From an optimization exercise on the open Yosys and OpenROAD flow, aimed at a short achievable clock period and few clock cycles; shortcuts taken in it are not production practice.
Only simulation tests tie the RTL to the original design; equivalence was not proved.
Power and IR drop assume default switching activity.

File: flow/design.v
`timescale 1ns / 1ps
module sign_extender(value, extended);
    parameter VLEN = 12;
    parameter XLEN = 32;
    input [VLEN - 1:0] value;
    output[XLEN - 1:0] extended;
    assign extended = {{XLEN - VLEN{value[VLEN - 1]}}, value};
endmodule
`timescale 1ns / 1ps
module register(clock, reset, d, q, ld);
    parameter XLEN = 32;
    parameter reset_val = 0;
    parameter sync_reset = "FALSE";
    input clock;
    input reset;
    input [XLEN-1:0] d;
    output[XLEN-1:0] q;
    input ld;
    reg [XLEN-1:0] q;
    generate
    if ( sync_reset == "TRUE" ) begin
        always @(posedge clock) begin
            if ( reset ) q <= reset_val;
            else if ( ld ) q <= d;
        end
    end else begin
        always @(posedge clock or posedge reset) begin
            if ( reset ) q <= reset_val;
            else if ( ld ) q <= d;
        end
    end
    endgenerate
endmodule
`timescale 1ns / 1ps
module register_file(clock, reset, reg_w, reg_1, reg_2, write, wdata, rs1, rs2);
    parameter XLEN = 32;
    input clock;
    input reset;
    input [4:0] reg_w;
    input [4:0] reg_1;
    input [4:0] reg_2;
    input write;
    input [XLEN-1:0] wdata;
    output[XLEN-1:0] rs1, rs2;
    reg [XLEN-1:0] registers[31:1];
    always @(posedge clock) begin
        if ( write ) registers[reg_w] <= wdata;
    end
    assign rs1 = reg_1 == 0 ? 0 : registers[reg_1];
    assign rs2 = reg_2 == 0 ? 0 : registers[reg_2];
endmodule
`timescale 1ns / 1ps
module adder(lhs, rhs, sub, actually_xor, lts, ltu, res);
    parameter XLEN = 32;
    input  [XLEN - 1:0] lhs;
    input  [XLEN - 1:0] rhs;
    input               sub;
    input               actually_xor;
    output              lts;
    output              ltu;
    output [XLEN - 1:0] res;
    wire [XLEN:0] sum = {1'b0, lhs} + {1'b0, sub ? ~rhs : rhs} + {{XLEN{1'b0}}, sub};
    assign ltu = ~sum[XLEN];
    assign lts = (lhs[XLEN - 1] ^ rhs[XLEN - 1]) ? lhs[XLEN - 1] : sum[XLEN - 1];
    assign res = actually_xor ? lhs ^ rhs : sum[XLEN - 1:0];
endmodule
`timescale 1ns / 1ps
module alu(operation, zero, result, lhs, rhs);
    parameter XLEN = 32;
    parameter SHIFT_BITS = 5;
    parameter OLEN = 4;
    input [OLEN - 1:0] operation;
    input [XLEN - 1:0]  lhs;
    input [XLEN - 1:0]  rhs;
    output[XLEN - 1:0]  result;
    output              zero;
    parameter [OLEN - 1:0] op_add = 0;
    parameter [OLEN - 1:0] op_sub = 1;
    parameter [OLEN - 1:0] op_slt = 2;
    parameter [OLEN - 1:0] opsltu = 3;
    parameter [OLEN - 1:0] op_and = 4;
    parameter [OLEN - 1:0] op_or  = 5;
    parameter [OLEN - 1:0] op_xor = 6;
    parameter [OLEN - 1:0] op_sl  = 7;
    parameter [OLEN - 1:0] op_srl = 8;
    parameter [OLEN - 1:0] op_sra = 9;
    wire [XLEN-1:0] adder_res;
    wire adder_lts, adder_ltu;
    adder#(.XLEN(XLEN)) a(.lhs(lhs),
                          .rhs(rhs),
                          .sub(operation != op_add && operation != op_xor),
                          .actually_xor(operation == op_xor),
                          .lts(adder_lts),
                          .ltu(adder_ltu),
                          .res(adder_res));
    assign result = operation == op_add ? adder_res :
                    operation == op_sub ? adder_res :
                    operation == op_slt ? {{XLEN-1{1'b0}}, adder_lts} :
                    operation == opsltu ? {{XLEN-1{1'b0}}, adder_ltu} :
                    operation == op_and ? lhs & rhs :
                    operation == op_or  ? lhs | rhs :
                    operation == op_xor ? adder_res :
                    operation == op_sl  ? lhs << rhs[SHIFT_BITS - 1:0]:
                    operation == op_srl ? lhs >> rhs[SHIFT_BITS - 1:0]:
                      $unsigned($signed(lhs) >>> rhs[SHIFT_BITS - 1:0]);
    assign zero   = result == 0;
endmodule
`timescale 1ns / 1ps
module alu_controller(alu_mode, func3, func7, alu_op, b_cond_val);
    parameter OLEN = 4;
    parameter [1:0] alu_mode_add = 0;
    parameter [1:0] alu_mode_cmp = 1;
    parameter [1:0] alu_mode_fun = 2;
    parameter [1:0] alu_mode_fn3 = 3;
    parameter [OLEN - 1:0] op_add = 0;
    parameter [OLEN - 1:0] op_sub = 1;
    parameter [OLEN - 1:0] op_slt = 2;
    parameter [OLEN - 1:0] opsltu = 3;
    parameter [OLEN - 1:0] op_and = 4;
    parameter [OLEN - 1:0] op_or  = 5;
    parameter [OLEN - 1:0] op_xor = 6;
    parameter [OLEN - 1:0] op_sl  = 7;
    parameter [OLEN - 1:0] op_srl = 8;
    parameter [OLEN - 1:0] op_sra = 9;
    parameter [1:0] b_cond_zero = 0;
    parameter [1:0] b_cond_notz = 1;
    parameter [1:0] b_cond_less = 2;
    parameter [1:0] b_cond_notl = 3;
    input [1:0] alu_mode;
    input [2:0] func3;
    input [6:0] func7;
    output[OLEN - 1:0] alu_op;
    output[1:0] b_cond_val;
    function [OLEN - 1:0] op_from_func;
        input [2:0] func3;
        input [6:0] func7;
        input make_subtraction_impossible;
    begin
        case (func3)
        3'b000: op_from_func = (func7[5] && !make_subtraction_impossible) ? op_sub : op_add;
        3'b001: op_from_func = op_sl;
        3'b010: op_from_func = op_slt;
        3'b011: op_from_func = opsltu;
        3'b100: op_from_func = op_xor;
        3'b101: op_from_func = func7[5] ? op_sra : op_srl;
        3'b110: op_from_func = op_or;
        3'b111: op_from_func = op_and;
        endcase
    end
    endfunction
    function [OLEN - 1:0] branch_from_func;
        input [2:0] func3;
    begin
        casez(func3[2:1])
        2'b0?: branch_from_func = op_sub;
        2'b10: branch_from_func = op_slt;
        2'b11: branch_from_func = opsltu;
        endcase
    end
    endfunction
    function [2:0] b_cond_from_func;
        input [2:0] func3;
    begin
        case ({func3[2], func3[0]})
        2'b00: b_cond_from_func = b_cond_zero;  
        2'b01: b_cond_from_func = b_cond_notz;  
        2'b10: b_cond_from_func = b_cond_less;  
        2'b11: b_cond_from_func = b_cond_notl;  
        endcase
    end
    endfunction
    assign alu_op = alu_mode == alu_mode_add ? op_add :
                    alu_mode == alu_mode_cmp ? branch_from_func(func3) :
                    alu_mode == alu_mode_fun ? op_from_func(func3, func7, 0) :
                      op_from_func(func3, func7, 1);
    assign b_cond_val = b_cond_from_func(func3);  
endmodule
`timescale 1ns / 1ps
module immediate_controller(instruction, imm_fmt, immediate);
    parameter XLEN = 32;
    input [XLEN - 1:0] instruction;
    input [2:0] imm_fmt;
    output[XLEN - 1:0] immediate;
    parameter [2:0] i_type = 0;
    parameter [2:0] s_type = 1;
    parameter [2:0] b_type = 2;
    parameter [2:0] u_type = 3;
    parameter [2:0] j_type = 4;
    parameter [XLEN - 1:0] default_value = {XLEN{1'b0}};
    wire [XLEN - 1:0] i_immediate;
    wire [XLEN - 1:0] s_immediate;
    wire [XLEN - 1:0] b_immediate;
    wire [XLEN - 1:0] u_immediate;
    wire [XLEN - 1:0] j_immediate;
    sign_extender extend_i(.value(instruction[31:20]),
                           .extended(i_immediate));
    sign_extender extend_s(.value({instruction[31:25], instruction[11:7]}),
                           .extended(s_immediate));
    sign_extender extend_b(.value({instruction[31], instruction[7], instruction[30:25], instruction[11:8]}),
                           .extended(b_immediate));
    assign u_immediate = instruction[31:12] << 12;
    sign_extender extend_j(.value({instruction[31], instruction[19:12], instruction[20], instruction[30:21]}),
                           .extended(j_immediate));
    defparam extend_i.VLEN = 12;
    defparam extend_i.XLEN = 32;
    defparam extend_s.VLEN = 12;
    defparam extend_s.XLEN = 32;
    defparam extend_b.VLEN = 12;
    defparam extend_b.XLEN = 32;
    defparam extend_j.VLEN = 20;
    defparam extend_j.XLEN = 32;
    assign immediate = imm_fmt == i_type ? i_immediate << 0 :
                       imm_fmt == s_type ? s_immediate << 0 :
                       imm_fmt == b_type ? b_immediate << 1 :
                       imm_fmt == u_type ? u_immediate << 0 :
                       imm_fmt == j_type ? j_immediate << 1 : default_value;
endmodule
`timescale 1ns / 1ps
module memory_interface(clock, reset, haddr, hburst, hmastlock, hprot, hsize, htrans, 
                        hwdata, hwrite, hrdata, hreadyout, hresp, cpu_addr, hsel,
                        rdata, wdata, cpu_write, operation_complete, mem_mode,
                        mem_transfer, mem_function);
    parameter XLEN = 32;
    parameter sync_reset = "FALSE";
    parameter [0:0] mode_word = 0;
    parameter [0:0] mode_func = 1;
    input             clock;
    input             reset;
    output [XLEN-1:0] haddr;
    output [2:0]      hburst;
    output            hmastlock;
    output            hsel;
    output [3:0]      hprot;
    output [2:0]      hsize;
    output [1:0]      htrans;
    output [XLEN-1:0] hwdata;
    output            hwrite;
    input  [XLEN-1:0] hrdata;
    input             hreadyout;
    input             hresp;  
    input  [XLEN-1:0] cpu_addr;
    output [XLEN-1:0] rdata;
    input  [XLEN-1:0] wdata;
    input             cpu_write;
    output            operation_complete;
    input             mem_mode;
    input             mem_transfer;
    input       [2:0] mem_function;
    typedef enum logic [1:0] {
        state_idle,
        state_addr,
        state_data,
        state_read
    } mi_state;
    mi_state pstate;
    mi_state nstate;
    wire [XLEN-1:0] addr_d, addr_q;
    wire [XLEN-1:0] wdat_d, wdat_q;
    wire [XLEN-1:0] rdat_d, rdat_q;
    wire [2:0] eff_fn_d, eff_fn_q;
    wire write_d, write_q;
    wire ld_addr, ld_wdat, ld_rdat, ld_eff_fn, ld_write;
    assign addr_d = cpu_addr;
    assign haddr  = addr_q;
    assign wdat_d = wdata;
    assign hwdata = wdat_q;
    assign rdat_d = eff_fn_q == 3'b000 ? { {XLEN-8{hrdata[7 ]}}, hrdata[ 7:0]} :
                    eff_fn_q == 3'b001 ? { {XLEN-16{hrdata[15]}}, hrdata[15:0]} :
                    eff_fn_q == 3'b010 ? hrdata :
                    eff_fn_q == 3'b100 ? { {XLEN-8{ 1'b0 } }, hrdata[ 7:0]} :
                    eff_fn_q == 3'b101 ? { {XLEN-16{ 1'b0 } }, hrdata[15:0]} : {XLEN{1'bx}}; 
    assign rdata  = rdat_q;
    assign eff_fn_d = mem_mode == mode_word ? 3'b010 : mem_function;
    assign hsize    = eff_fn_q[1:0];
    assign write_d = cpu_write;
    assign hwrite  = write_q;
    assign nstate = pstate == state_idle ? mem_transfer ? state_addr : state_idle :
                    pstate == state_addr ? state_data :
                    pstate == state_data ? hreadyout ? state_read : state_data :
                    pstate == state_read ? state_idle : state_idle;
    assign htrans = pstate == state_idle ? 2'b00 :
                    pstate == state_addr ? 2'b10 :
                    pstate == state_data ? 2'b00 :
                    pstate == state_read ? 2'b00 : 2'bxx;
    assign operation_complete = pstate == state_idle ? 1'b1 :
                                pstate == state_addr ? 1'b0 :
                                pstate == state_data ? 1'b0 :
                                pstate == state_read ? 1'b0 : 1'bx;
    assign ld_addr = pstate == state_idle ? 1'b1 :
                     pstate == state_addr ? 1'b0 :
                     pstate == state_data ? 1'b0 :
                     pstate == state_read ? 1'b0 : 1'bx;
    assign ld_wdat = pstate == state_idle ? 1'b1 :
                     pstate == state_addr ? 1'b0 :
                     pstate == state_data ? 1'b0 :
                     pstate == state_read ? 1'b0 : 1'bx;
    assign ld_rdat = pstate == state_idle ? 1'b0 :
                     pstate == state_addr ? 1'b0 :
                     pstate == state_data ? 1'b1 :
                     pstate == state_read ? 1'b1 : 1'bx;
    assign ld_eff_fn = pstate == state_idle ? 1'b1 :
                       pstate == state_addr ? 1'b0 :
                       pstate == state_data ? 1'b0 :
                       pstate == state_read ? 1'b0 : 1'bx;
    assign ld_write  = pstate == state_idle ? 1'b1 :
                       pstate == state_addr ? 1'b0 :
                       pstate == state_data ? 1'b0 :
                       pstate == state_read ? 1'b0 : 1'bx;
    assign hsel =    pstate == state_idle ? 1'b0 :
                     pstate == state_addr ? 1'b1 :
                     pstate == state_data ? 1'b1 :
                     pstate == state_read ? 1'b1 : 1'bx;
    assign hprot = 4'b0011;  
    assign hmastlock = 0;    
    assign hburst = 3'b000;  
    register addr(.clock(clock),
                  .reset(reset),
                  .ld(ld_addr),
                  .d(addr_d),
                  .q(addr_q));
    register wdat(.clock(clock),
                  .reset(reset),
                  .ld(ld_wdat),
                  .d(wdat_d),
                  .q(wdat_q));
    register rdat(.clock(clock),
                  .reset(reset),
                  .ld(ld_rdat),
                  .d(rdat_d),
                  .q(rdat_q));
    register eff_fn(.clock(clock),
                    .reset(reset),
                    .ld(ld_eff_fn),
                    .d(eff_fn_d),
                    .q(eff_fn_q));
    register write(.clock(clock),
                   .reset(reset),
                   .ld(ld_write),
                   .d(write_d),
                   .q(write_q));
    defparam addr.XLEN   = XLEN;
    defparam wdat.XLEN   = XLEN;
    defparam rdat.XLEN   = XLEN;
    defparam eff_fn.XLEN = 3;
    defparam write.XLEN  = 1;
    defparam addr.sync_reset = sync_reset;
    defparam wdat.sync_reset = sync_reset;
    defparam rdat.sync_reset = sync_reset;
    defparam eff_fn.sync_reset = sync_reset;
    defparam write.sync_reset = sync_reset;
    generate
    if ( sync_reset == "TRUE" ) begin
        always @(posedge clock) begin
            if ( reset ) pstate <= state_idle;
            else         pstate <= nstate;
        end
    end else begin
        always @(posedge clock or posedge reset) begin
            if ( reset ) pstate <= state_idle;
            else         pstate <= nstate;
        end
    end
    endgenerate
endmodule
`timescale 1ns / 1ps
module main_controller(clock, reset, opcode, pc_write, mem_write, ir_write, 
                       write_sel, reg_write, lhs_sel, pc_sel,
                       rhs_sel, alu_mode, imm_fmt, operation_complete, mem_mode, addr_sel, transfer,
                       ld_branch);
    input clock;
    input reset;
    input [6:0] opcode;
    output pc_write;
    output mem_write;
    output ir_write;
    output [1:0] write_sel;
    output reg_write;
    output [1:0] lhs_sel;
    output [1:0] pc_sel;
    output rhs_sel;
    output [1:0] alu_mode;
    output [2:0] imm_fmt;
    input operation_complete;
    output mem_mode;
    output transfer;
    output [1:0] addr_sel;
    output ld_branch;
    parameter [2:0] i_type = 0;
    parameter [2:0] s_type = 1;
    parameter [2:0] b_type = 2;
    parameter [2:0] u_type = 3;
    parameter [2:0] j_type = 4;
    parameter [1:0] write_ret = 2;
    parameter [1:0] write_res = 0;
    parameter [1:0] write_mem = 1;
    parameter [1:0] lhs_is_rs = 0;
    parameter [1:0] lhs_is_pc = 1;
    parameter [1:0] lhs_is_00 = 2;
    parameter [0:0] rhs_is_rs = 0;
    parameter [0:0] rhs_is_im = 1;
    parameter [1:0] alu_mode_add = 0;
    parameter [1:0] alu_mode_cmp = 1;
    parameter [1:0] alu_mode_fun = 2;
    parameter [1:0] alu_mode_fn3 = 3;  
    parameter [0:0] mem_mode_word = 0;
    parameter [0:0] mem_mode_func = 1;
    parameter [1:0] addr_sel_curr = 2'b00;
    parameter [1:0] addr_sel_next = 2'b01;
    parameter [1:0] addr_sel_data = 2'b10;
    parameter [1:0] pc_sel_next = 2'b00;
    parameter [1:0] pc_sel_jump = 2'b01;
    parameter [1:0] pc_sel_cond = 2'b10;
    parameter sync_reset = "FALSE";
    parameter [6:0] opcode_load  = 7'b0000011;
    parameter [6:0] opcode_store = 7'b0100011;
    parameter [6:0] opcode_branch= 7'b1100011; 
    parameter [6:0] opcode_jal   = 7'b1101111;
    parameter [6:0] opcode_op_imm= 7'b0010011;
    parameter [6:0] opcode_op    = 7'b0110011;
    parameter [6:0] opcode_auipc = 7'b0010111;
    parameter [6:0] opcode_lui   = 7'b0110111;
    parameter [6:0] opcode_jalr  = 7'b1100111;
    parameter [6:0] opcode_miscmm= 7'b0001111;
    parameter [6:0] opcode_system= 7'b1110011;
    typedef enum logic [3:0] {
        state_fetch,
        state_fetwt,
        state_decod,
        state_check,
        state_lword,
        state_sword,
        state_dojal,
        state_jmplr,
        state_luiop,
        state_auipc,
        state_op_im,
        state_do_op,
        state_swait,
        state_lwait
    } cpu_state; 
    cpu_state pstate;
    cpu_state nstate;
    logic [1:0] addr_sel;
    logic [1:0] alu_mode;
    logic [2:0] imm_fmt;
    logic ir_write;
    logic [1:0] lhs_sel;
    logic mem_mode;
    logic mem_write;
    logic [1:0] pc_sel;
    logic pc_write;
    logic reg_write;
    logic rhs_sel;
    logic transfer;
    logic [1:0] write_sel;
    logic ld_branch;
    always @(posedge clock) begin
        if ( reset ) pstate <= state_fetch;
        else         pstate <= nstate;
    end
    always_comb begin
        (* full_case *)
        case ( pstate ) 
        state_fetch:
        begin
            nstate = state_fetwt;
            addr_sel = addr_sel_curr;    
            alu_mode = 'hx;  
            imm_fmt  = 'hx;  
            ir_write = 0;    
            ld_branch = 0;  
            lhs_sel  = 'hx;  
            mem_mode = mem_mode_word;  
            mem_write= 0;  
            pc_sel   = 'hx;  
            pc_write = 0;  
            reg_write= 0;  
            rhs_sel  = 'hx;  
            transfer = 1;  
            write_sel= 'hx;  
        end
        state_fetwt:
        begin
            nstate = operation_complete ? state_decod : state_fetwt;
            addr_sel = 'hx;  
            alu_mode = 'hx;  
            imm_fmt  = 'hx;  
            ir_write = 1;    
            ld_branch = 0;  
            lhs_sel  = 'hx;  
            mem_mode = 'hx;  
            mem_write= 'hx;  
            pc_sel   = 'hx;  
            pc_write = 0;  
            reg_write= 0;  
            rhs_sel  = 'hx;  
            transfer = 0;  
            write_sel= 'hx;  
        end
        state_decod:
        begin
            if ( opcode[1:0] != 2'b11 ) nstate = state_decod;
            else casez ( opcode )
            opcode_load:    nstate = state_lword;
            opcode_store:   nstate = state_sword;
            opcode_branch:  nstate = state_check;
            opcode_jal:     nstate = state_dojal;
            opcode_op:      nstate = state_do_op;
            opcode_op_imm:  nstate = state_op_im;
            opcode_auipc:   nstate = state_auipc;
            opcode_lui:     nstate = state_luiop;
            opcode_jalr:    nstate = state_jmplr;
            opcode_miscmm:  nstate = state_fetch;
            opcode_system:  nstate = state_fetch;
            default:        nstate = state_decod;
            endcase
            addr_sel = 'hx;           
            alu_mode = alu_mode_add;  
            imm_fmt  = b_type;  
            ir_write = 0;    
            ld_branch = 1;  
            lhs_sel  = lhs_is_pc;  
            mem_mode = 'hx;  
            mem_write= 'hx;  
            pc_sel   = pc_sel_next;  
            pc_write = opcode[6:2] == opcode_miscmm[6:2] || opcode[6:2] == opcode_system[6:2] ? 1 : 0;  
            reg_write= 0;  
            rhs_sel  = rhs_is_im;  
            transfer = 0;  
            write_sel= 'hx;  
        end
        state_check:
        begin
            nstate = state_fetch;
            addr_sel = 'hx;  
            alu_mode = alu_mode_cmp;  
            imm_fmt  = 'hx;           
            ir_write = 0;    
            ld_branch = 0;  
            lhs_sel  = lhs_is_rs;  
            mem_mode = 'hx;  
            mem_write= 'hx;  
            pc_sel   = pc_sel_cond;  
            pc_write = 1;  
            reg_write= 0;  
            rhs_sel  = rhs_is_rs;  
            transfer = 0;  
            write_sel= 'hx;  
        end
        state_lword:
        begin
            nstate = state_lwait;
            addr_sel = addr_sel_data; 
            alu_mode = alu_mode_add;  
            imm_fmt  = i_type;  
            ir_write = 0;    
            ld_branch = 0;  
            lhs_sel  = lhs_is_rs;  
            mem_mode = mem_mode_func;  
            mem_write= 0;  
            pc_sel   = pc_sel_next;  
            pc_write = 1;  
            reg_write= 0;  
            rhs_sel  = rhs_is_im;  
            transfer = 1;  
            write_sel= 'hx;  
        end
        state_sword:
        begin
            nstate = state_swait;
            addr_sel = addr_sel_data; 
            alu_mode = alu_mode_add;  
            imm_fmt  = s_type;  
            ir_write = 0;    
            ld_branch = 0;  
            lhs_sel  = lhs_is_rs;  
            mem_mode = mem_mode_func;  
            mem_write= 1;  
            pc_sel   = pc_sel_next;  
            pc_write = 1;  
            reg_write= 0;  
            rhs_sel  = rhs_is_im;  
            transfer = 1;  
            write_sel= 'hx;  
        end
        state_dojal:
        begin
            nstate = state_fetwt;
            addr_sel = addr_sel_data;  
            alu_mode = alu_mode_add;  
            imm_fmt  = j_type;  
            ir_write = 0;    
            ld_branch = 0;  
            lhs_sel  = lhs_is_pc;  
            mem_mode = mem_mode_word;  
            mem_write= 0;  
            pc_sel   = pc_sel_jump;  
            pc_write = 1;  
            reg_write= 1;  
            rhs_sel  = rhs_is_im;  
            transfer = 1;  
            write_sel= write_ret;  
        end
        state_jmplr:
        begin
            nstate = state_fetwt;
            addr_sel = addr_sel_data;  
            alu_mode = alu_mode_add;  
            imm_fmt  = i_type;  
            ir_write = 0;    
            ld_branch = 0;  
            lhs_sel  = lhs_is_rs;  
            mem_mode = mem_mode_word;  
            mem_write= 0;  
            pc_sel   = pc_sel_jump;  
            pc_write = 1;  
            reg_write= 1;  
            rhs_sel  = rhs_is_im;  
            transfer = 1;  
            write_sel= write_ret;  
        end
        state_luiop:
        begin
            nstate = state_fetwt;
            addr_sel = addr_sel_next;  
            alu_mode = alu_mode_add;  
            imm_fmt  = u_type;  
            ir_write = 0;    
            ld_branch = 0;  
            lhs_sel  = lhs_is_00;  
            mem_mode = mem_mode_word;  
            mem_write= 0;  
            pc_sel   = pc_sel_next;  
            pc_write = 1;  
            reg_write= 1;  
            rhs_sel  = rhs_is_im;  
            transfer = 1;  
            write_sel= write_res;  
        end
        state_auipc:
        begin
            nstate = state_fetwt;
            addr_sel = addr_sel_next;  
            alu_mode = alu_mode_add;  
            imm_fmt  = u_type;  
            ir_write = 0;    
            ld_branch = 0;  
            lhs_sel  = lhs_is_pc;  
            mem_mode = mem_mode_word;  
            mem_write= 0;  
            pc_sel   = pc_sel_next;  
            pc_write = 1;  
            reg_write= 1;  
            rhs_sel  = rhs_is_im;  
            transfer = 1;  
            write_sel= write_res;  
        end
        state_op_im:
        begin
            nstate = state_fetwt;
            addr_sel = addr_sel_next;  
            alu_mode = alu_mode_fn3;  
            imm_fmt  = i_type;  
            ir_write = 0;    
            ld_branch = 0;  
            lhs_sel  = lhs_is_rs;  
            mem_mode = mem_mode_word;  
            mem_write= 0;  
            pc_sel   = pc_sel_next;  
            pc_write = 1;  
            reg_write= 1;  
            rhs_sel  = rhs_is_im;  
            transfer = 1;  
            write_sel= write_res;  
        end
        state_do_op:
        begin
            nstate = state_fetwt;
            addr_sel = addr_sel_next;  
            alu_mode = alu_mode_fun;  
            imm_fmt  = 'hx;  
            ir_write = 0;    
            ld_branch = 0;  
            lhs_sel  = lhs_is_rs;  
            mem_mode = mem_mode_word;  
            mem_write= 0;  
            pc_sel   = pc_sel_next;  
            pc_write = 1;  
            reg_write= 1;  
            rhs_sel  = rhs_is_rs;  
            transfer = 1;  
            write_sel= write_res;  
        end
        state_swait:
        begin
            nstate = operation_complete ? state_fetch : state_swait;
            addr_sel = 'hx;  
            alu_mode = 'hx;  
            imm_fmt  = 'hx;  
            ir_write = 0;    
            ld_branch = 0;  
            lhs_sel  = 'hx;  
            mem_mode = 'hx;  
            mem_write= 'hx;  
            pc_sel   = 'hx;  
            pc_write = 0;  
            reg_write= 0;  
            rhs_sel  = 'hx;  
            transfer = 0;  
            write_sel= 'hx;  
        end
        state_lwait:
        begin
            nstate = operation_complete ? state_fetch : state_lwait;
            addr_sel = 'hx;  
            alu_mode = 'hx;  
            imm_fmt  = 'hx;  
            ir_write = 0;    
            ld_branch = 0;  
            lhs_sel  = 'hx;  
            mem_mode = 'hx;  
            mem_write= 'hx;  
            pc_sel   = 'hx;  
            pc_write = 0;  
            reg_write= 1;  
            rhs_sel  = 'hx;  
            transfer = 0;  
            write_sel= write_mem;  
        end
        endcase
    end
endmodule
`timescale 1ns / 1ps
module cpu(clock, reset, hresetn, haddr, hburst, hmastlock, hprot, hsize, htrans, hwdata, hwrite, hrdata, hreadyout, hresp, hsel, hreadyin);
    parameter XLEN = 32;
    parameter sync_reset = "TRUE";
    parameter [XLEN-1:2] reset_address = 0;
    input clock;
    input reset;
    output hresetn;
    output [XLEN-1:0] haddr;
    output [2:0] hburst;
    output hsel;
    output hmastlock;
    output [3:0] hprot;
    output [2:0] hsize;
    output [1:0] htrans;
    output [XLEN-1:0] hwdata;
    output hwrite;
    input  [XLEN-1:0] hrdata;
    input  hreadyout;
    output hreadyin;
    input  hresp;
    assign hreadyin = hreadyout;
    localparam register_count = 32;
    localparam register_zero  = 0;
    localparam [0:0] mem_mode_word = 1'b0;
    localparam [0:0] mem_mode_func = 1'b1;
    localparam [1:0] addr_sel_curr = 2'b00;  
    localparam [1:0] addr_sel_next = 2'b01;  
    localparam [1:0] addr_sel_data = 2'b10;  
    localparam [2:0] fmt_i_type = 3'b000;
    localparam [2:0] fmt_s_type = 3'b001;
    localparam [2:0] fmt_b_type = 3'b010;
    localparam [2:0] fmt_u_type = 3'b011;
    localparam [2:0] fmt_j_type = 3'b100;
    localparam [1:0] write_sel_ret = 2'b00;
    localparam [1:0] write_sel_res = 2'b01;
    localparam [1:0] write_sel_mem = 2'b10;
    localparam [1:0] lhs_sel_pc = 2'b00;
    localparam [1:0] lhs_sel_rs = 2'b01;
    localparam [1:0] lhs_sel_00 = 2'b10;
    localparam [0:0] rhs_sel_rs = 1'b0;
    localparam [0:0] rhs_sel_im = 1'b1;
    localparam [1:0] alu_mode_add = 2'b00;
    localparam [1:0] alu_mode_cmp = 2'b01;
    localparam [1:0] alu_mode_fun = 2'b10;
    localparam [1:0] alu_mode_fn3 = 2'b11;
    localparam [3:0] alu_op_add = 4'b0000;
    localparam [3:0] alu_op_sub = 4'b0001;
    localparam [3:0] alu_op_slt = 4'b0010;
    localparam [3:0] alu_opsltu = 4'b0011;
    localparam [3:0] alu_op_and = 4'b0100;
    localparam [3:0] alu_op_or  = 4'b0101;
    localparam [3:0] alu_op_xor = 4'b0110;
    localparam [3:0] alu_op_sl  = 4'b0111;
    localparam [3:0] alu_op_srl = 4'b1000;
    localparam [3:0] alu_op_sra = 5'b1001;
    localparam [1:0] branch_if_zero = 2'b00;
    localparam [1:0] branch_if_notz = 2'b01;
    localparam [1:0] branch_if_less = 2'b10;
    localparam [1:0] branch_if_notl = 2'b11;
    localparam [1:0] pc_sel_next = 2'b00;
    localparam [1:0] pc_sel_jump = 2'b01;
    localparam [1:0] pc_sel_cond = 2'b10;
    localparam [6:0] opcode_load  = 7'b0000011;
    localparam [6:0] opcode_store = 7'b0100011;
    localparam [6:0] opcode_branch= 7'b1100011; 
    localparam [6:0] opcode_jal   = 7'b1101111;
    localparam [6:0] opcode_op_imm= 7'b0010011;
    localparam [6:0] opcode_op    = 7'b0110011;
    localparam [6:0] opcode_auipc = 7'b0010111;
    localparam [6:0] opcode_lui   = 7'b0110111;
    localparam [6:0] opcode_jalr  = 7'b1100111;
    localparam [6:0] opcode_miscmm= 7'b0001111;
    localparam [6:0] opcode_system= 7'b1110011;
    wire [6:0] opcode;
    wire pc_write;
    wire [1:0] addr_sel;
    wire mem_write;
    wire ir_write;
    wire mem_grab;
    wire [1:0] write_sel;
    wire reg_write;
    wire lhs_grab;
    wire rhs_grab;
    wire [1:0] lhs_sel;
    wire rhs_sel;
    wire [1:0] alu_mode;
    wire [2:0] imm_fmt;
    wire operation_complete;
    wire mem_mode;
    wire mem_transfer;
    wire [1:0] pc_select;
    wire [XLEN - 1:0] rdata;
    wire [XLEN - 1:0] wdata;
    wire [XLEN-1:0] cpu_addr;
    wire cpu_write;
    wire [2:0] mem_function;
    wire [XLEN - 1:0] ir_d;
    wire [XLEN - 1:0] ir_q;
    wire ld_ir;
    wire [XLEN - 1:0] mdr_d;
    wire [XLEN - 1:0] mdr_q;
    wire [4:0] wrr;
    wire [4:0] rr1;
    wire [4:0] rr2;
    wire write_reg;
    wire [XLEN - 1:0] wdat;
    wire [XLEN - 1:0] rs1;
    wire [XLEN - 1:0] rs2;
    wire [XLEN - 1:0] lhs_d;
    wire [XLEN - 1:0] lhs_q;
    wire [XLEN - 1:0] rhs_d;
    wire [XLEN - 1:0] rhs_q;
    wire [XLEN - 1:0] instr;
    wire [2:0] imm_format;
    wire [XLEN - 1:0] immediate;
    wire [1:0] alu_ctrl_mode;
    wire [2:0] func3;
    wire [6:0] func7;
    wire [3:0] alu_op;
    wire [1:0] b_cond;
    wire [3:0] operation;
    wire [XLEN - 1:0] alu_lhs;
    wire [XLEN - 1:0] alu_rhs;
    wire [XLEN - 1:0] alu_res;
    wire zero;
    wire less;
    wire [XLEN - 1:0] pc_d;
    wire [XLEN - 1:0] pc_q;
    wire ld_pc;
    wire branch;  
    wire [XLEN - 1:0] pc_next;
    wire [XLEN - 1:0] pc_cond;  
    wire [XLEN - 1:0] pc_branch;  
    wire ld_branch;               
    main_controller mc(.clock(clock),
                       .reset(reset),
                       .opcode(opcode),
                       .mem_write(mem_write),
                       .ir_write(ir_write),
                       .write_sel(write_sel),
                       .reg_write(reg_write),
                       .lhs_sel(lhs_sel),
                       .rhs_sel(rhs_sel),
                       .pc_sel(pc_select),
                       .alu_mode(alu_mode),
                       .imm_fmt(imm_fmt),
                       .pc_write(pc_write),
                       .operation_complete(operation_complete),
                       .mem_mode(mem_mode),
                       .transfer(mem_transfer),
                       .addr_sel(addr_sel),
                       .ld_branch(ld_branch));
    memory_interface mi(.clock(clock),
                        .reset(reset),
                        .haddr(haddr),
                        .hburst(hburst),
                        .hmastlock(hmastlock),
                        .hprot(hprot),
                        .hsize(hsize),
                        .htrans(htrans),
                        .hwdata(hwdata),
                        .hwrite(hwrite),
                        .hrdata(hrdata),
                        .hreadyout(hreadyout),
                        .hresp(hresp),
                        .hsel(hsel),
                        .cpu_addr(cpu_addr),
                        .rdata(rdata),
                        .wdata(wdata),
                        .cpu_write(cpu_write),
                        .operation_complete(operation_complete),
                        .mem_mode(mem_mode),
                        .mem_transfer(mem_transfer),
                        .mem_function(mem_function));
    register ir(.clock(clock),
                .reset(reset),
                .d(ir_d),
                .q(ir_q),
                .ld(ld_ir));
    register mdr(.clock(clock),
                 .reset(reset),
                 .d(mdr_d),
                 .q(mdr_q),
                 .ld(1));
    register_file rf(.clock(clock),
                     .reset(reset),
                     .reg_w(wrr),
                     .reg_1(rr1),
                     .reg_2(rr2),
                     .write(write_reg),
                     .wdata(wdat),
                     .rs1(rs1),
                     .rs2(rs2));
    register lhs(.clock(clock),
                 .reset(reset),
                 .d(lhs_d),
                 .q(lhs_q),
                 .ld(1));
    register rhs(.clock(clock),
                 .reset(reset),
                 .d(rhs_d),
                 .q(rhs_q),
                 .ld(1));
    immediate_controller ic(.instruction(instr),
                            .imm_fmt(imm_format),
                            .immediate(immediate));
    alu_controller ac(.alu_mode(alu_ctrl_mode),
                      .func3(func3),
                      .func7(func7),
                      .alu_op(alu_op),
                      .b_cond_val(b_cond));
    alu al(.operation(operation),
           .lhs(alu_lhs),
           .rhs(alu_rhs),
           .zero(zero),
           .result(alu_res));
    register pc(.clock(clock),
                .reset(reset),
                .d(pc_d),
                .q(pc_q),
                .ld(ld_pc));
    register btarg(.clock(clock),
                   .reset(reset),
                   .d(alu_res),
                   .q(pc_branch),
                   .ld(ld_branch));
    assign pc_next = pc_q + 4;
    assign cpu_write     = mem_write;
    assign ld_ir         = ir_write;
    assign write_reg     = reg_write;
    assign imm_format    = imm_fmt;
    assign alu_ctrl_mode = alu_mode;
    assign ld_pc         = pc_write;
    assign ir_d  = {rdata[7:0], rdata[15:8], rdata[23:16], rdata[31:24]};
    assign mdr_d = rdata;
    assign mem_function = ir_q[14:12];
    assign opcode = ir_q[6:0];
    assign wrr = ir_q[11:7];
    assign rr1 = ir_q[19:15];
    assign rr2 = ir_q[24:20];
    assign instr = ir_q;
    assign func3 = ir_q[14:12];
    assign func7 = ir_q[31:25];
    assign lhs_d = rs1;
    assign rhs_d = rs2;
    assign wdata = rs2;
    assign operation = alu_op;
    assign less = alu_res[0];
    assign pc_cond = branch ? pc_branch : pc_next; 
    assign pc_d = pc_select == pc_sel_next ? pc_next:
                  pc_select == pc_sel_jump ? alu_res:
                  pc_select == pc_sel_cond ? pc_cond: pc_cond;
    assign branch = b_cond == branch_if_zero ? zero :
                    b_cond == branch_if_notz ? !zero:
                    b_cond == branch_if_less ? less :
                    b_cond == branch_if_notl ? !less : 1'bx;
    assign cpu_addr = addr_sel == addr_sel_curr ? pc_q :
                      addr_sel == addr_sel_next ? pc_next :
                      addr_sel == addr_sel_data ? alu_res : 'hx;
    assign wdat = write_sel == write_sel_res ? alu_res :
                  write_sel == write_sel_ret ? pc_next :
                  write_sel == write_sel_mem ? mdr_q   : mdr_q;  
    assign alu_lhs = lhs_sel == lhs_sel_rs ? lhs_q: 
                     lhs_sel == lhs_sel_pc ? pc_q :
                     lhs_sel == lhs_sel_00 ? 0    : 0;  
    assign alu_rhs = rhs_sel == rhs_sel_rs ? rhs_q     :
                     rhs_sel == rhs_sel_im ? immediate : {XLEN{1'bx}};
    assign hresetn = ~reset;
    defparam mc.i_type        = fmt_i_type;
    defparam mc.s_type        = fmt_s_type;
    defparam mc.b_type        = fmt_b_type;
    defparam mc.u_type        = fmt_u_type;
    defparam mc.j_type        = fmt_j_type;
    defparam mc.write_ret     = write_sel_ret;
    defparam mc.write_res     = write_sel_res;
    defparam mc.write_mem     = write_sel_mem;
    defparam mc.lhs_is_rs     = lhs_sel_rs;
    defparam mc.lhs_is_pc     = lhs_sel_pc;
    defparam mc.lhs_is_00     = lhs_sel_00;
    defparam mc.rhs_is_rs     = rhs_sel_rs;
    defparam mc.rhs_is_im     = rhs_sel_im;
    defparam mc.alu_mode_add  = alu_mode_add;
    defparam mc.alu_mode_cmp  = alu_mode_cmp;
    defparam mc.alu_mode_fun  = alu_mode_fun;
    defparam mc.alu_mode_fn3  = alu_mode_fn3;
    defparam mc.opcode_load   = opcode_load;
    defparam mc.opcode_store  = opcode_store;
    defparam mc.opcode_branch = opcode_branch;
    defparam mc.opcode_jal    = opcode_jal;
    defparam mc.opcode_op_imm = opcode_op_imm;
    defparam mc.opcode_op     = opcode_op;
    defparam mc.opcode_jalr   = opcode_jalr;
    defparam mc.opcode_lui    = opcode_lui;
    defparam mc.opcode_auipc  = opcode_auipc;
    defparam mc.opcode_miscmm = opcode_miscmm;
    defparam mc.opcode_system = opcode_system;
    defparam mc.sync_reset    = sync_reset;
    defparam mc.mem_mode_word = mem_mode_word;
    defparam mc.mem_mode_func = mem_mode_func;
    defparam mc.pc_sel_next   = pc_sel_next;
    defparam mc.pc_sel_jump   = pc_sel_jump;
    defparam mc.pc_sel_cond   = pc_sel_cond;
    defparam mi.XLEN = XLEN;
    defparam mi.sync_reset = sync_reset;
    defparam mi.mode_word   = mem_mode_word;
    defparam mi.mode_func   = mem_mode_func;
    defparam ir.XLEN = XLEN;
    defparam ir.reset_val = {XLEN{1'b0}};
    defparam ir.sync_reset = sync_reset;
    defparam mdr.XLEN = XLEN;
    defparam mdr.reset_val = {XLEN{1'b0}};
    defparam mdr.sync_reset = sync_reset;
    defparam rf.XLEN = XLEN;
    defparam lhs.XLEN = XLEN;
    defparam lhs.reset_val = {XLEN{1'b0}};
    defparam lhs.sync_reset = sync_reset;
    defparam rhs.XLEN = XLEN;
    defparam rhs.reset_val = {XLEN{1'b0}};
    defparam rhs.sync_reset = sync_reset;
    defparam ic.XLEN = XLEN;
    defparam ic.i_type = fmt_i_type;
    defparam ic.s_type = fmt_s_type;
    defparam ic.b_type = fmt_b_type;
    defparam ic.u_type = fmt_u_type;
    defparam ic.j_type = fmt_j_type;
    defparam ac.OLEN = 4;
    defparam ac.alu_mode_add = alu_mode_add;
    defparam ac.alu_mode_cmp = alu_mode_cmp;
    defparam ac.alu_mode_fun = alu_mode_fun;
    defparam ac.alu_mode_fn3 = alu_mode_fn3;
    defparam ac.op_add       = alu_op_add;
    defparam ac.op_sub       = alu_op_sub;
    defparam ac.op_slt       = alu_op_slt;
    defparam ac.opsltu       = alu_opsltu;
    defparam ac.op_and       = alu_op_and;
    defparam ac.op_or        = alu_op_or;
    defparam ac.op_xor       = alu_op_xor;
    defparam ac.op_sl        = alu_op_sl;
    defparam ac.op_srl       = alu_op_srl;
    defparam ac.op_sra       = alu_op_sra;
    defparam ac.b_cond_zero  = branch_if_zero;
    defparam ac.b_cond_notz  = branch_if_notz;
    defparam ac.b_cond_less  = branch_if_less;
    defparam ac.b_cond_notl  = branch_if_notl;
    defparam al.XLEN       = XLEN;
    defparam al.SHIFT_BITS = 5;
    defparam al.OLEN       = 4;
    defparam al.op_add     = alu_op_add;
    defparam al.op_sub     = alu_op_sub;
    defparam al.op_slt     = alu_op_slt;
    defparam al.opsltu     = alu_opsltu;
    defparam al.op_and     = alu_op_and;
    defparam al.op_or      = alu_op_or;
    defparam al.op_xor     = alu_op_xor;
    defparam al.op_sl      = alu_op_sl;
    defparam al.op_srl     = alu_op_srl;
    defparam al.op_sra     = alu_op_sra;
    defparam pc.XLEN = XLEN;
    defparam pc.reset_val = reset_address;
    defparam pc.sync_reset = sync_reset;
    defparam btarg.XLEN = XLEN;
    defparam btarg.reset_val = reset_address;
    defparam btarg.sync_reset = sync_reset;
endmodule
File: flow/run.sh
#!/bin/bash
# synth_recipe.tcl (not shown) runs the flow's synth.tcl, then flattens the netlist and writes it again
# the make line also repeats each setting of config.mk as NAME=value (left out here)
make -C /OpenROAD-flow-scripts/flow DESIGN_CONFIG=/design/flow/config.mk WORK_HOME=/design/flow/orfs CLKGATE_MAP_FILE= SYNTH_SCRIPT=/design/flow/synth_recipe.tcl finish
File: flow/config.mk
export PLATFORM = sky130hd
export DESIGN_NAME = cpu
export DESIGN_NICKNAME = cpu
export VERILOG_FILES = /design/flow/design.v
export SDC_FILE = /design/flow/constraint.sdc
export NUM_CORES = 4
export LEC_CHECK = 0
export CAP_MARGIN = 20
export CORE_MARGIN = 2
export CORE_UTILIZATION = 40
export SLEW_MARGIN = 20
File: flow/constraint.sdc
create_clock -name core_clock -period 9.5 [get_ports {clock}]
set_input_delay 1.9000 -clock core_clock [delete_from_list [all_inputs] [get_ports {clock}]]
set_output_delay 1.9000 -clock core_clock [all_outputs]
set_load 0.01 [all_outputs]
==> run notes <==
The logs give 0 for the number of nets still failing antenna checks after routing and 138 for the number of buffers added by the clock tree synthesis step. In this run the cell area of the synthesized design comes to 68170 um^2. The shortest clock period the worst path allows after layout was 8.343 ns; the floorplan core area was 169300 um^2. Clock-pin slew was measured on the worst setup and hold paths at 0.06 ns. For the count of final hold-check violations, the log shows 0.

Final max-slew violation count: 0. TritonCTS built the clock tree. The actual slew at the worst max-slew pin was 1.328 ns; the number of I/O pins was 117.

The critical path is of the flip-flop to flip-flop type. The logs give 47.92k for the via count of the first global-routing pass and 5388 for the net count of the finished layout. In this run switching power makes up 41.13% of total power.

Synthesis produced a netlist whose cell count is 5247. The later pin in the worst-skew pair is clocked with a latency of 0.80 ns. The final-report setup violation count is 0. Post-synthesis async set-or-reset flop share: 0%. The tool flagged a number of max-cap violations equal to 0.

For the worst setup path, the data required time is 10.19 ns. For the total negative slack, the log shows 0 ns. The flow ran to the end and the layout has no timing, DRC or antenna violations. For the final database, setup skew stands at 0.03889 ns. The initialized floorplan defines 151 standard-cell rows. After routing the design area is 76690 um^2. Across every metal layer, demand over resource in global routing totals 29.75%.

Power spread over the standard cell area amounts to 277.2 nW/um^2. The final route contains 50.00k vias. The worst setup path is launched from a flip-flop. From bottom edge to top edge, the die measures 416.8 um. The tools report the net load switching power as 8744 uW. For this run, the number of Yosys warnings is 12.

The tools report the endpoint kind of the worst setup timing path as a flip-flop. The total placed instance area is 72290 um^2. After clock tree synthesis, the setup repair step added 0 buffers. The worst pin sits at a relative slew slack of 10.73%. The tools report the clock network power share as 24.6%. For this block, the routed nets add up to 263.2 mm of wire. The run gives 0 as the number of hold buffers added after CTS. The share of total power in combinational logic was 42.2%. The tools report the starting utilization of the core area as 40.27%. In the final layout, the share of cells above drive strength 1 is 20.99%.

The width of the chip works out to 416.8 um. The top cell types in the final layout, fill and taps aside, are sky130_fd_sc_hd__edfxtp_1 (992), sky130_fd_sc_hd__mux4_2 (509), sky130_fd_sc_hd__nand2_1 (350). The per-cell via count in the routed design was 6.595.

The post-placement setup slack was 1.414 ns. CTS built an H-tree with a depth of 4. At the worst endpoint, the arrival time is 9.04 ns. Compared with the post-synthesis result, the final layout area differs by 12.50%. For this run, the register share of the synthesized area comes to 52.59%. Library cell used as clock root buffer: sky130_fd_sc_hd__clkbuf_16. The wire-length estimate of the detail-placed layout is 168.9 mm. For the fmax, the log shows 0.1199 GHz. The most used flip-flop cell after synthesis is sky130_fd_sc_hd__edfxtp_1. In this run the static leakage power is 0.02504 uW. In this run the worst path has a maximum fanout of 37. The wire length of the first global-routing pass is 365.6 mm, and the DRC marker count from the first detailed-route iteration is 6434. The tools report the count of TritonRoute iterations in the first routing pass as 6. The min-delay analysis places its worst path in the category flip-flop to flip-flop. Routability-driven placement finished with a final weighted congestion of 1.069. Yosys mapped a number of flops with a built-in enable equal to 992. The largest net degree at the start of global routing was 111.

The die covers 173700 um^2. The logs give 12510 uW for the internal power and 0 for the total congestion overflow after global routing. The clock passes through at most 3 buffers.

Of the total power, registers draw 33.2%. A synthesized cell averages 12.99 um^2. The register bit total from synthesis is 1295, and the worst-case vdd ir drop is 0.1831 mV. Dividing the detail-routed wire length by the instance count gives 34.72 um.

The count of buffers added on input and output ports is 105. Final routed DRC violation total: 0. Commonest non-fill, non-tap cell in the layout: sky130_fd_sc_hd__edfxtp_1. Setup repair after global routing left no endpoint under its margin. The number of sinks handled by clock tree synthesis was 1295; the post-synthesis cell type count was 101. Fill cells in the final layout number 15.16k.

The initial antenna violation count is 6. The worst path uses 87.83% of the clock period. The number of gates resized after CTS was 0.

The setup slack after layout was 1.157 ns.
layer usage:
layer / global-route usage (%) / wire (um) / vias to the layer above
met4: 17.83 / 17950 / 2
met2: 45.88 / 119500 / 2972
met1: 39.14 / 100900 / 25650
met3: 5.626 / 24810 / 653
met5: 0 / 12 / -
li1: - / - / 20720
logic make-up after synthesis:
group                    count (synthesis)  synth area share [%]
flip-flops                            1295                 52.59
AO/OA/AOI/OAI                         1253                 12.10
AND/OR/NAND/NOR                       1118                 7.367
multiplexers                           814                 21.45
buffers and inverters                  573                 3.421
adder cells (fa/ha/maj)                106                 1.957
XOR/XNOR                                86                 1.105
other                                    2               0.01102
synthesized netlist by cell type, types with 24 or more instances:
cell | number | area share [%]
sky130_fd_sc_hd__nand2_1 | 351 | 1.9
sky130_fd_sc_hd__mux2_2 | 57 | 0.94
sky130_fd_sc_hd__o22ai_1 | 71 | 0.65
sky130_fd_sc_hd__a221oi_1 | 71 | 0.91
sky130_fd_sc_hd__nor2b_1 | 29 | 0.27
sky130_fd_sc_hd__xnor2_1 | 46 | 0.59
sky130_fd_sc_hd__o211ai_1 | 37 | 0.41
sky130_fd_sc_hd__edfxtp_1 | 992 | 44
sky130_fd_sc_hd__mux4_2 | 509 | 17
sky130_fd_sc_hd__a21oi_1 | 356 | 2.6
sky130_fd_sc_hd__buf_1 | 99 | 0.55
sky130_fd_sc_hd__a22oi_1 | 26 | 0.29
sky130_fd_sc_hd__o221ai_1 | 51 | 0.66
sky130_fd_sc_hd__buf_2 | 43 | 0.32
sky130_fd_sc_hd__nor3_1 | 99 | 0.73
sky130_fd_sc_hd__xor2_1 | 40 | 0.51
sky130_fd_sc_hd__a21o_1 | 44 | 0.48
sky130_fd_sc_hd__mux2i_1 | 242 | 3.6
sky130_fd_sc_hd__a211oi_1 | 70 | 0.77
sky130_fd_sc_hd__clkbuf_1 | 278 | 1.5
sky130_fd_sc_hd__o31ai_1 | 24 | 0.26
sky130_fd_sc_hd__and3_1 | 33 | 0.30
sky130_fd_sc_hd__o21ai_0 | 244 | 1.8
sky130_fd_sc_hd__nor2_1 | 372 | 2.0
sky130_fd_sc_hd__inv_1 | 106 | 0.58
sky130_fd_sc_hd__o22a_1 | 35 | 0.45
sky130_fd_sc_hd__nand3_1 | 101 | 0.74
sky130_fd_sc_hd__a31oi_1 | 42 | 0.39
sky130_fd_sc_hd__dfxtp_1 | 303 | 8.9
sky130_fd_sc_hd__ha_1 | 105 | 1.9
power groups by stage:
stage	Clock, uW	Combinational, uW	Sequential, uW
after floorplan	0	5080	6880
after global placement	0	8650	7160
after detailed placement	0	8660	7160
after CTS	5290	8700	7040
after global routing	5510	9300	7080
final	5230	8970	7060
registers in the layout, indices dropped and copies added, names as in the netlist, named ones only:
register,cells
mi.addr.q,32
pc.q,32
mdr.q,32
ir.q,32
mc.pstate,4
lhs.q,32
btarg.q,32
rhs.q,32
mi.write.q,1
rf.registers,992
mi.pstate,2
mi.eff_fn.q,3
mi.wdat.q,32
mi.rdat.q,32
cell type report:
cell class,count,area [um^2],share of cell area [%]
diodes,4,10.01,0.01305
clock buffers,186,3785,4.935
inverters,125,469.2,0.6118
repair buffers,299,2609,3.402
clock inverters,67,565.5,0.7374
well taps,2218,2775,3.619
flip-flops and latches,1295,35890,46.80
multi-input cells,3387,30590,39.89
metrics by stage:
step,hold slack [ns],total power (uW),utilization (%),instances
after global placement,0.4385,15800,42.70,7323
final,0.4542,21260,45.31,7581
after floorplan,0.4283,11960,-,5255
after detailed placement,0.4446,15830,42.70,7323
after global routing,0.4695,21890,45.30,7577
after CTS,0.4530,21030,45.27,7576
path summary, 6_finish.rpt:
kind	end	start	slack, ns	depth (start not counted)
max	pc.q[28]$_SDFFE_PP0P_	mc.pstate[3]$_SDFF_PP0_	1.16	26
min	mdr.q[17]$_SDFF_PP0_	mi.rdat.q[17]$_SDFFE_PP0P_	0.45	2
min reg2reg	mdr.q[17]$_SDFF_PP0_	mi.rdat.q[17]$_SDFFE_PP0P_	0.45	2
max reg2reg	pc.q[28]$_SDFFE_PP0P_	mc.pstate[3]$_SDFF_PP0_	1.16	26
critical path, cell delays in order (launching register included):
cell                       delay (ns)
sky130_fd_sc_hd__dfxtp_1         0.36
sky130_fd_sc_hd__inv_1           0.10
sky130_fd_sc_hd__ha_1            0.61
sky130_fd_sc_hd__buf_4           0.29
sky130_fd_sc_hd__nor4b_2         0.25
sky130_fd_sc_hd__a221o_1         0.29
sky130_fd_sc_hd__a21o_1          0.25
sky130_fd_sc_hd__a21oi_1         0.06
sky130_fd_sc_hd__o31ai_1         0.83
sky130_fd_sc_hd__xor2_1          0.15
sky130_fd_sc_hd__ha_1            0.44
sky130_fd_sc_hd__a21o_1          0.25
sky130_fd_sc_hd__a21o_1          0.18
sky130_fd_sc_hd__a221oi_1        0.31
sky130_fd_sc_hd__o21ai_0         0.20
sky130_fd_sc_hd__a311oi_2        0.41
sky130_fd_sc_hd__o31ai_1         0.25
sky130_fd_sc_hd__xor2_1          0.23
sky130_fd_sc_hd__a221oi_2        0.64
sky130_fd_sc_hd__nand3_1         0.15
sky130_fd_sc_hd__nor4b_1         0.46
sky130_fd_sc_hd__nand3_1         0.23
sky130_fd_sc_hd__o31a_2          0.37
sky130_fd_sc_hd__buf_4           0.27
sky130_fd_sc_hd__a21oi_1         0.28
sky130_fd_sc_hd__o31ai_1         0.12
sky130_fd_sc_hd__a211oi_1        0.24
Testbench counts, summed over its fixed seeds: cycles 139,772.

## afterwards: timing with drivers on the ports
How much do the figures lean on ideal ports? The routed layout below was timed once more, with nothing changed but the port constraints. Step 1, drivers: a clkbuf_16 drives clock and a buf_2 each remaining input, both assumed. Step 2 times the ports against the registers' clock, not the clock port: input delays grow and output delays shrink by t, the midpoint of the rising clock arrivals with the driver on. Three values: ideal, step 1, step 2; two values: the first two.
shift t [ns]: 0.863
setup slack, ns: 1.157 / 1.157 / 1.157
latest minus earliest clock arrival (ns): 0.039 / 0.039
pins driven straight from the clock port: 1
After both steps setup and hold are still met in this run. For this run, drivers alone change the setup slack by 0.000 ns; drivers and shift together by 0.000 ns.
